What follows belongs to an exercise in optimizing a design on an open flow for small area, a short achievable clock period and few clock cycles; a production flow would make more cautious choices.
The RTL was checked by simulation tests, not by an equivalence proof against the original design.
Power figures rest on the tool's default switching activity, not on a simulated workload.

Setup of lane 2:
==> flow/design.v <==
module RA1SH(Q, CLK, CEN, WEN, A, D, OEN);
output reg [7:0] Q;
input CLK, CEN, WEN, OEN;
input [7:0] A;
input [7:0] D;
reg [7:0] mem [0:255];
always @(posedge CLK) begin
	if (!CEN) begin
		if (!WEN) mem[A] <= D;
		else Q <= mem[A];
	end
end
endmodule
module MS(
	rst_n,
	clk,
	in_valid,
	maze,
	player_x,
	player_y,
	prize_x_1,
	prize_y_1,
	prize_x_2,
	prize_y_2,
	prize_x_3,
	prize_y_3,
	out_valid,
	out_x,
	out_y
);
input rst_n, clk, in_valid;
input [14:0] maze;
input [3:0] player_x, player_y;
input [3:0] prize_x_1, prize_y_1;
input [3:0] prize_x_2, prize_y_2;
input [3:0] prize_x_3, prize_y_3;
output reg out_valid;
output reg [3:0] out_x, out_y;
localparam ST_IDLE  = 3'd0,
           ST_LOAD  = 3'd1,
           ST_INJ   = 3'd2,
           ST_FLOOD = 3'd3,
           ST_CHASE = 3'd4,
           ST_WAIT  = 3'd5;
reg [2:0] st;
reg [3:0] cnt;
reg       ivr;      
reg [2:0] remc;     
reg [2:0] pend;     
reg       clrf;     
reg       ij;
reg [3:0] jx, jy;   
reg [3:0] sx, sy;   
reg [5:0] ci;       
reg [7:0] cr, cc;   
reg [3:0] qx1, qy1, qx2, qy2, qx3, qy3;
reg       wpop;     
reg [3:0] wx, wy;
reg [1:0] wd;
reg [2:0] fm [0:7];
reg [3:0] wp, rp;   
reg [55:0] hw, vw;
wire [6:0] hrow = ~{maze[13], maze[11], maze[9], maze[7], maze[5], maze[3], maze[1]};
wire [7:0] vrow = ~{maze[14], maze[12], maze[10], maze[8], maze[6], maze[4], maze[2], maze[0]};
wire idl = (st == ST_IDLE) || (st == ST_WAIT);
wire ldh = (idl && !ivr) || (st == ST_LOAD && !cnt[0]);
wire ldv = idl || (st == ST_LOAD && cnt[0]);
always @(posedge clk) begin
	if (ldh) hw <= {hrow, hw[55:7]};
	if (ldv) vw <= {vrow, vw[55:8]};
end
wire [2:0] pfirst = pend[0] ? 3'b001 : pend[1] ? 3'b010 : 3'b100;
wire pgo = (st == ST_INJ) || (st == ST_LOAD && cnt >= 4'd11);
wire s_hp = jx[0];
wire s_vp = jy[0];
wire s_nd = ~jx[0] & ~jy[0];
wire [7:0] ca = 8'b1 << jx[3:1];
wire [7:0] ra = 8'b1 << jy[3:1];
wire [7:0] cb = s_hp ? {ca[6:0], 1'b0} : (s_vp ? ca : 8'b0);
wire [7:0] rb = s_vp ? {ra[6:0], 1'b0} : ra;
reg [63:0] R, E, D0, D1;
genvar gi, gj;
generate
for (gj = 0; gj < 8; gj = gj + 1) begin : row
	for (gi = 0; gi < 8; gi = gi + 1) begin : col
		localparam integer N = gj * 8 + gi;
		wire nr = (gi < 7) ? (hw[(gj*7+gi) % 56]    & R[(N+1) % 64]) : 1'b0;
		wire nl = (gi > 0) ? (hw[(gj*7+gi+55) % 56] & R[(N+63) % 64]) : 1'b0;
		wire nd = (gj < 7) ? (vw[(gj*8+gi) % 56]    & R[(N+8) % 64]) : 1'b0;
		wire nu = (gj > 0) ? (vw[(gj*8+gi+48) % 56] & R[(N+56) % 64]) : 1'b0;
		wire er = (gi < 7) ? (hw[(gj*7+gi) % 56]    & E[(N+1) % 64]) : 1'b0;
		wire el = (gi > 0) ? (hw[(gj*7+gi+55) % 56] & E[(N+63) % 64]) : 1'b0;
		wire ed = (gj < 7) ? (vw[(gj*8+gi) % 56]    & E[(N+8) % 64]) : 1'b0;
		wire eu = (gj > 0) ? (vw[(gj*8+gi+48) % 56] & E[(N+56) % 64]) : 1'b0;
		wire anye = er | el | ed | eu;
		wire anyn = nr | nl | nd | nu;
		wire sr = anye ? er : nr;
		wire sl = anye ? el : nl;
		wire sd = anye ? ed : nd;
		wire nax = ~(sr | sl);
		wire nng = nax ? ~sd : sl;
		wire isA = ca[gi] & ra[gj];
		wire isB = cb[gi] & rb[gj];
		wire Rb = R[N] & ~clrf_j;
		wire Eb = E[N] & ~clrf_j;
		always @(posedge clk) begin
			R[N] <= ij ? (Rb | isA | isB) : (R[N] | anyn);
			E[N] <= ij ? (Eb | (isA & s_nd)) : (R[N] | anye);
			if (ij ? ((isA | isB) & ~s_nd & ~Rb) : ~R[N]) begin
				D0[N] <= ij ? s_vp : nax;
				D1[N] <= ij ? isB : nng;
			end
		end
	end
end
endgenerate
reg clrf_j;
function sel64;    
	input [63:0] v;
	input [7:0] r, c;
	integer j;
	begin
		sel64 = 1'b0;
		for (j = 0; j < 8; j = j + 1)
			sel64 = sel64 | (r[j] & |(v[j*8 +: 8] & c));
	end
endfunction
wire s_pv = sy[0];
wire s_node = ~sx[0] & ~sy[0];
wire [5:0] ciB = {sy[3:1] + {2'b00, sy[0]}, sx[3:1] + {2'b00, sx[0]}};
wire [7:0] crB = s_pv ? {cr[6:0], 1'b0} : cr;
wire [7:0] ccB = s_pv ? cc : {cc[6:0], 1'b0};
wire sRA = sel64(R, cr, cc);
wire sEA = sel64(E, cr, cc);
wire sRB = sel64(R, crB, ccB);
wire goA = sRA & (~sRB | sEA);
wire sdet = ~ij & (s_node ? sRA : (sRA | sRB));
wire [1:0] cd = {sel64(D0, cr, cc), sel64(D1, cr, cc)};
wire [2:0] cxp = cd[0] ? ci[2:0] - 3'd1 : ci[2:0] + 3'd1;
wire [2:0] cyp = cd[0] ? ci[5:3] - 3'd1 : ci[5:3] + 3'd1;
wire [5:0] cnext = cd[1] ? {cyp, ci[2:0]} : {ci[5:3], cxp};
function [1:0] pend_at;    
	input [5:0] n;
	input [3:0] x, y;
	begin
		pend_at[1] = ~x[0] & ~y[0] & (n == {y[3:1], x[3:1]});
		pend_at[0] = (x[0] | y[0]) & ((n == {y[3:1], x[3:1]}) ||
		             (n == {y[3:1] + {2'b00, y[0]}, x[3:1] + {2'b00, x[0]}}));
	end
endfunction
wire [1:0] e1 = pend_at(ci, qx1, qy1);
wire [1:0] e2 = pend_at(ci, qx2, qy2);
wire [1:0] e3 = pend_at(ci, qx3, qy3);
wire [2:0] fnode = remc & {e3[1], e2[1], e1[1]};
wire [2:0] fpass = remc & {e3[0], e2[0], e1[0]};
wire fpass_any = ~(|fnode) & (|fpass);
wire [2:0] fid = (|fnode) ? fnode : fpass;
wire found = |fid;
wire [2:0] remc_n = remc & ~fid;
function [2:0] first3;
	input [2:0] m;
	first3 = m[0] ? 3'b001 : m[1] ? 3'b010 : m[2] ? 3'b100 : 3'b000;
endfunction
wire [2:0] rw1 = remc & 3'b110, rw2 = remc & 3'b101, rw3 = remc & 3'b011;
wire [2:0] nf1 = first3(rw1), nf2 = first3(rw2), nf3 = first3(rw3);
wire [2:0] nfirst = (fid[0] ? nf1 : 3'b000) | (fid[1] ? nf2 : 3'b000) | (fid[2] ? nf3 : 3'b000);
wire [2:0] npend = remc_n & ~nfirst;
wire [2:0] cxm = ci[2:0] - 3'd1;
wire [2:0] cym = ci[5:3] - 3'd1;
wire hx = fpass_any & ~cd[1];
wire hy = fpass_any & cd[1];
wire [3:0] fx = hx ? (cd[0] ? {cxm, 1'b1} : {ci[2:0], 1'b1}) : {ci[2:0], 1'b0};
wire [3:0] fy = hy ? (cd[0] ? {cym, 1'b1} : {ci[5:3], 1'b1}) : {ci[5:3], 1'b0};
wire full = (wp[2:0] == rp[2:0]) & (wp[3] ^ rp[3]);
wire empty = (wp == rp);
wire chase = (st == ST_CHASE);
wire c_push = chase & ~(|fnode) & ~full;
wire c_fin = chase & ((|fnode) | ((|fpass) & ~full));
wire d_push = (st == ST_FLOOD) & sdet & ~s_node & ~full;
wire d_go = (st == ST_FLOOD) & sdet & (s_node | ~full);
wire push = c_push | d_push;
wire [2:0] pdat = chase ? {|fpass, cd} : {1'b0, s_pv, goA};
wire w_node = ~wx[0] & ~wy[0];
wire need_pop = w_node | wpop;
wire [2:0] fhead = fm[rp[2:0]];
wire move = need_pop ? ~empty : 1'b1;
wire pop = move & need_pop;
wire [1:0] mdir = need_pop ? fhead[1:0] : wd;
wire [3:0] xi = wx + 4'd1;
wire [3:0] xd = wx - 4'd1;
wire [3:0] yi = wy + 4'd1;
wire [3:0] yd = wy - 4'd1;
wire [3:0] nx = mdir[1] ? wx : (mdir[0] ? xd : xi);
wire [3:0] ny = mdir[1] ? (mdir[0] ? yd : yi) : wy;
wire start = ivr && idl;
always @(posedge clk) begin
	if (push) fm[wp[2:0]] <= pdat;
end
always @(posedge clk or negedge rst_n) begin
	if (!rst_n) begin
		st <= ST_IDLE;
		cnt <= 4'd0;
		ivr <= 1'b0;
		remc <= 3'b000;
		pend <= 3'b000;
		clrf <= 1'b0;
		ij <= 1'b0;
		wpop <= 1'b1;
		wp <= 4'd0;
		rp <= 4'd0;
		out_valid <= 1'b0;
	end else begin
		out_valid <= move;
		ivr <= in_valid;
		ij <= 1'b0;
		if (pgo && pend != 3'b000) begin
			ij <= 1'b1;
			pend <= pend & ~pfirst;
			clrf <= 1'b0;
		end
		if (c_fin && remc_n != 3'b000) ij <= 1'b1;
		if (push) wp <= wp + 4'd1;
		if (pop) rp <= rp + 4'd1;
		if (move) wpop <= pop & fhead[2];
		if (start) begin
			st <= ST_LOAD;
			cnt <= 4'd2;
			remc <= 3'b111;
			pend <= 3'b111;
			clrf <= 1'b1;
			wp <= 4'd0;
			rp <= 4'd0;
		end else begin
			case (st)
			ST_LOAD: begin
				cnt <= cnt + 4'd1;
				if (cnt == 4'd2) begin
					out_valid <= 1'b1;
					wpop <= 1'b1;
				end
				if (cnt == 4'd14) st <= ST_FLOOD;
			end
			ST_INJ: begin
				if ((pend & ~pfirst) == 3'b000) st <= ST_FLOOD;
			end
			ST_FLOOD: begin
				if (d_go) st <= ST_CHASE;
			end
			ST_CHASE: begin
				if (c_fin) begin
					remc <= remc_n;
					if (remc_n == 3'b000) st <= ST_WAIT;
					else begin
						pend <= npend;
						clrf <= 1'b0;
						st <= (npend == 3'b000) ? ST_FLOOD : ST_INJ;
					end
				end
			end
			ST_WAIT: ;
			default: st <= ST_IDLE;
			endcase
		end
	end
end
always @(posedge clk) begin
	if (c_fin) begin
		jx <= nfirst[0] ? qx1 : nfirst[1] ? qx2 : qx3;
		jy <= nfirst[0] ? qy1 : nfirst[1] ? qy2 : qy3;
		clrf_j <= 1'b1;
	end else if (pgo) begin
		jx <= pfirst[0] ? qx1 : pfirst[1] ? qx2 : qx3;
		jy <= pfirst[0] ? qy1 : pfirst[1] ? qy2 : qy3;
		clrf_j <= clrf;
	end
	if (st == ST_LOAD) begin
		qx1 <= prize_x_1; qy1 <= prize_y_1;
		qx2 <= prize_x_2; qy2 <= prize_y_2;
		qx3 <= prize_x_3; qy3 <= prize_y_3;
	end
	if (st == ST_LOAD && cnt == 4'd2) begin
		sx <= player_x; sy <= player_y;
		ci <= {player_y[3:1], player_x[3:1]};
		cr <= 8'b1 << player_y[3:1];
		cc <= 8'b1 << player_x[3:1];
	end else if (d_go) begin
		if (!s_node && !goA) begin
			ci <= ciB;
			cr <= crB;
			cc <= ccB;
		end
	end else if (c_push && !(c_fin && !cd[0])) begin
		ci <= cnext;
		if (cd[1]) cr <= cd[0] ? {1'b0, cr[7:1]} : {cr[6:0], 1'b0};
		else       cc <= cd[0] ? {1'b0, cc[7:1]} : {cc[6:0], 1'b0};
	end
	if (c_fin) begin
		sx <= fx; sy <= fy;
	end
	if (st == ST_LOAD && cnt == 4'd2) begin
		wx <= player_x; wy <= player_y;
		out_x <= player_x; out_y <= player_y;
	end else if (move) begin
		wx <= nx; wy <= ny;
		wd <= mdir;
		out_x <= nx; out_y <= ny;
	end else begin
		out_x <= 4'd0; out_y <= 4'd0;
	end
end
endmodule
==> flow/config.mk <==
export PLATFORM = sky130hd
export DESIGN_NAME = MS
export DESIGN_NICKNAME = MS
export VERILOG_FILES = /design/flow/design.v
export SDC_FILE = /design/flow/constraint.sdc
export NUM_CORES = 4
export LEC_CHECK = 0
export CAP_MARGIN = 20
export CORE_MARGIN = 2
export CORE_UTILIZATION = 60
export SLEW_MARGIN = 20
export SYNTH_MEMORY_MAX_BITS = 8192
==> flow/constraint.sdc <==
create_clock -name core_clock -period 12.0 [get_ports {clk}]
set_input_delay 2.4000 -clock core_clock [delete_from_list [all_inputs] [get_ports {clk}]]
set_output_delay 2.4000 -clock core_clock [all_outputs]
set_load 0.01 [all_outputs]
standard.sh (not shown) runs the stock make flow with config.mk's settings and CLKGATE_MAP_FILE= SYNTH_SCRIPT=/design/flow/synth_recipe.tcl, a recipe that flattens the netlist after the stock synthesis.
==> flow/flow/run.sh <==
#!/bin/bash
# The standard layout (synthesis unchanged), with timing repair aiming
# for a larger setup margin than the default flow settings allow. The full
# output of the make run (yosys, openroad, klayout) goes to standard.log;
# each ORFS step also keeps its own log under orfs/logs.
set -euo pipefail
bash standard.sh SETUP_SLACK_MARGIN=8.5 finish > standard.log 2>&1
Lane 2 closes out successfully: all stages finished, all timing, DRC and antenna checks passed.
Testbench counts of lane 2, summed over its fixed seeds: cycles 6,323.
[inputs] lane 3 vs lane 2
--- a/flow/design.v
+++ b/flow/design.v
@@ -50,12 +50,11 @@
 reg       clrf;     
 reg       ij;
 reg [3:0] jx, jy;   
-reg [3:0] sx, sy;   
+reg       sxo, syo;  
 reg [5:0] ci;       
 reg [7:0] cr, cc;   
 reg [3:0] qx1, qy1, qx2, qy2, qx3, qy3;
 reg       wpop;     
-reg [3:0] wx, wy;
 reg [1:0] wd;
 reg [2:0] fm [0:7];
 reg [3:0] wp, rp;   
@@ -125,9 +124,9 @@
 			sel64 = sel64 | (r[j] & |(v[j*8 +: 8] & c));
 	end
 endfunction
-wire s_pv = sy[0];
-wire s_node = ~sx[0] & ~sy[0];
-wire [5:0] ciB = {sy[3:1] + {2'b00, sy[0]}, sx[3:1] + {2'b00, sx[0]}};
+wire s_pv = syo;
+wire s_node = ~sxo & ~syo;
+wire [5:0] ciB = ci + (s_pv ? 6'd8 : 6'd1);
 wire [7:0] crB = s_pv ? {cr[6:0], 1'b0} : cr;
 wire [7:0] ccB = s_pv ? cc : {cc[6:0], 1'b0};
 wire sRA = sel64(R, cr, cc);
@@ -165,12 +164,8 @@
 wire [2:0] nf1 = first3(rw1), nf2 = first3(rw2), nf3 = first3(rw3);
 wire [2:0] nfirst = (fid[0] ? nf1 : 3'b000) | (fid[1] ? nf2 : 3'b000) | (fid[2] ? nf3 : 3'b000);
 wire [2:0] npend = remc_n & ~nfirst;
-wire [2:0] cxm = ci[2:0] - 3'd1;
-wire [2:0] cym = ci[5:3] - 3'd1;
 wire hx = fpass_any & ~cd[1];
 wire hy = fpass_any & cd[1];
-wire [3:0] fx = hx ? (cd[0] ? {cxm, 1'b1} : {ci[2:0], 1'b1}) : {ci[2:0], 1'b0};
-wire [3:0] fy = hy ? (cd[0] ? {cym, 1'b1} : {ci[5:3], 1'b1}) : {ci[5:3], 1'b0};
 wire full = (wp[2:0] == rp[2:0]) & (wp[3] ^ rp[3]);
 wire empty = (wp == rp);
 wire chase = (st == ST_CHASE);
@@ -180,18 +175,18 @@
 wire d_go = (st == ST_FLOOD) & sdet & (s_node | ~full);
 wire push = c_push | d_push;
 wire [2:0] pdat = chase ? {|fpass, cd} : {1'b0, s_pv, goA};
-wire w_node = ~wx[0] & ~wy[0];
+wire w_node = ~out_x[0] & ~out_y[0];
 wire need_pop = w_node | wpop;
 wire [2:0] fhead = fm[rp[2:0]];
 wire move = need_pop ? ~empty : 1'b1;
 wire pop = move & need_pop;
 wire [1:0] mdir = need_pop ? fhead[1:0] : wd;
-wire [3:0] xi = wx + 4'd1;
-wire [3:0] xd = wx - 4'd1;
-wire [3:0] yi = wy + 4'd1;
-wire [3:0] yd = wy - 4'd1;
-wire [3:0] nx = mdir[1] ? wx : (mdir[0] ? xd : xi);
-wire [3:0] ny = mdir[1] ? (mdir[0] ? yd : yi) : wy;
+wire [3:0] xi = out_x + 4'd1;
+wire [3:0] xd = out_x - 4'd1;
+wire [3:0] yi = out_y + 4'd1;
+wire [3:0] yd = out_y - 4'd1;
+wire [3:0] nx = mdir[1] ? out_x : (mdir[0] ? xd : xi);
+wire [3:0] ny = mdir[1] ? (mdir[0] ? yd : yi) : out_y;
 wire start = ivr && idl;
 always @(posedge clk) begin
 	if (push) fm[wp[2:0]] <= pdat;
@@ -278,11 +273,11 @@
 		qx2 <= prize_x_2; qy2 <= prize_y_2;
 		qx3 <= prize_x_3; qy3 <= prize_y_3;
 	end
-	if (st == ST_LOAD && cnt == 4'd2) begin
-		sx <= player_x; sy <= player_y;
-		ci <= {player_y[3:1], player_x[3:1]};
-		cr <= 8'b1 << player_y[3:1];
-		cc <= 8'b1 << player_x[3:1];
+	if (st == ST_LOAD && cnt == 4'd3) begin
+		sxo <= out_x[0]; syo <= out_y[0];
+		ci <= {out_y[3:1], out_x[3:1]};
+		cr <= 8'b1 << out_y[3:1];
+		cc <= 8'b1 << out_x[3:1];
 	end else if (d_go) begin
 		if (!s_node && !goA) begin
 			ci <= ciB;
@@ -295,17 +290,13 @@
 		else       cc <= cd[0] ? {1'b0, cc[7:1]} : {cc[6:0], 1'b0};
 	end
 	if (c_fin) begin
-		sx <= fx; sy <= fy;
+		sxo <= hx; syo <= hy;
 	end
 	if (st == ST_LOAD && cnt == 4'd2) begin
-		wx <= player_x; wy <= player_y;
 		out_x <= player_x; out_y <= player_y;
 	end else if (move) begin
-		wx <= nx; wy <= ny;
-		wd <= mdir;
 		out_x <= nx; out_y <= ny;
-	end else begin
-		out_x <= 4'd0; out_y <= 4'd0;
+		wd <= mdir;
 	end
 end
 endmodule
### Flow results
- Summary of lane 3 over lane 2: cell area after synthesis has decreased; met3 wire length has decreased; part of the total power dissipated in combinational logic has increased.
- Compared to lane 2, lane 3 has slew of the pin with the lowest slew margin 0.11 ns lower.
- Against lane 2, lane 3 reports a clock skew after layout that is lower.
- Diff lane 2 -> lane 3: maximum clock frequency down 2.3%, power up 0.79 mW.
- Global-route usage (lower): lane 3
- For lane 2, the origin of the worst setup path was out_valid, unlike lane 3, where it was out_y[0].
- Per the comparison of lane 3 with lane 2, final instance area saw a decrease; global-route met3 utilization saw little to no change; reg-to-reg setup timing slack saw a decrease; sequential cell power saw an increase; fraction of the core area covered by cells at the end of the flow saw an increase.
Testbench counts of lane 3, summed over its fixed seeds: cycles 6,323.

-- port drivers added, routing unchanged --
The flow's constraints put no driver on any port. The routed layouts listed below were extracted and timed again, unchanged, in two steps. Step 1 assumes that a clkbuf_16 drives the clock port and a buf_2 every other input. Step 2 also shifts input and output timing later by t, the mid clock arrival at the registers, as if the neighbouring blocks saw the same clock. Slacks: ideal / step 1 / step 2; pairs: ideal / step 1.
run	shift t [ns]	setup slack, ns	latest minus earliest clock arrival (ns)	worst data-port slew with drivers (ns)	cell pins on the clock port's net
lane 2	0.690	8.499 / 8.430 / 8.070	0.040 / 0.040	0.05	1
lane 3	0.692	8.416 / 8.352 / 8.564	0.021 / 0.021	0.05	1
After both steps setup and hold are still met in every run listed. For lane 2, which loses most, drivers alone change the setup slack by -0.069 ns; drivers and shift together by -0.429 ns.
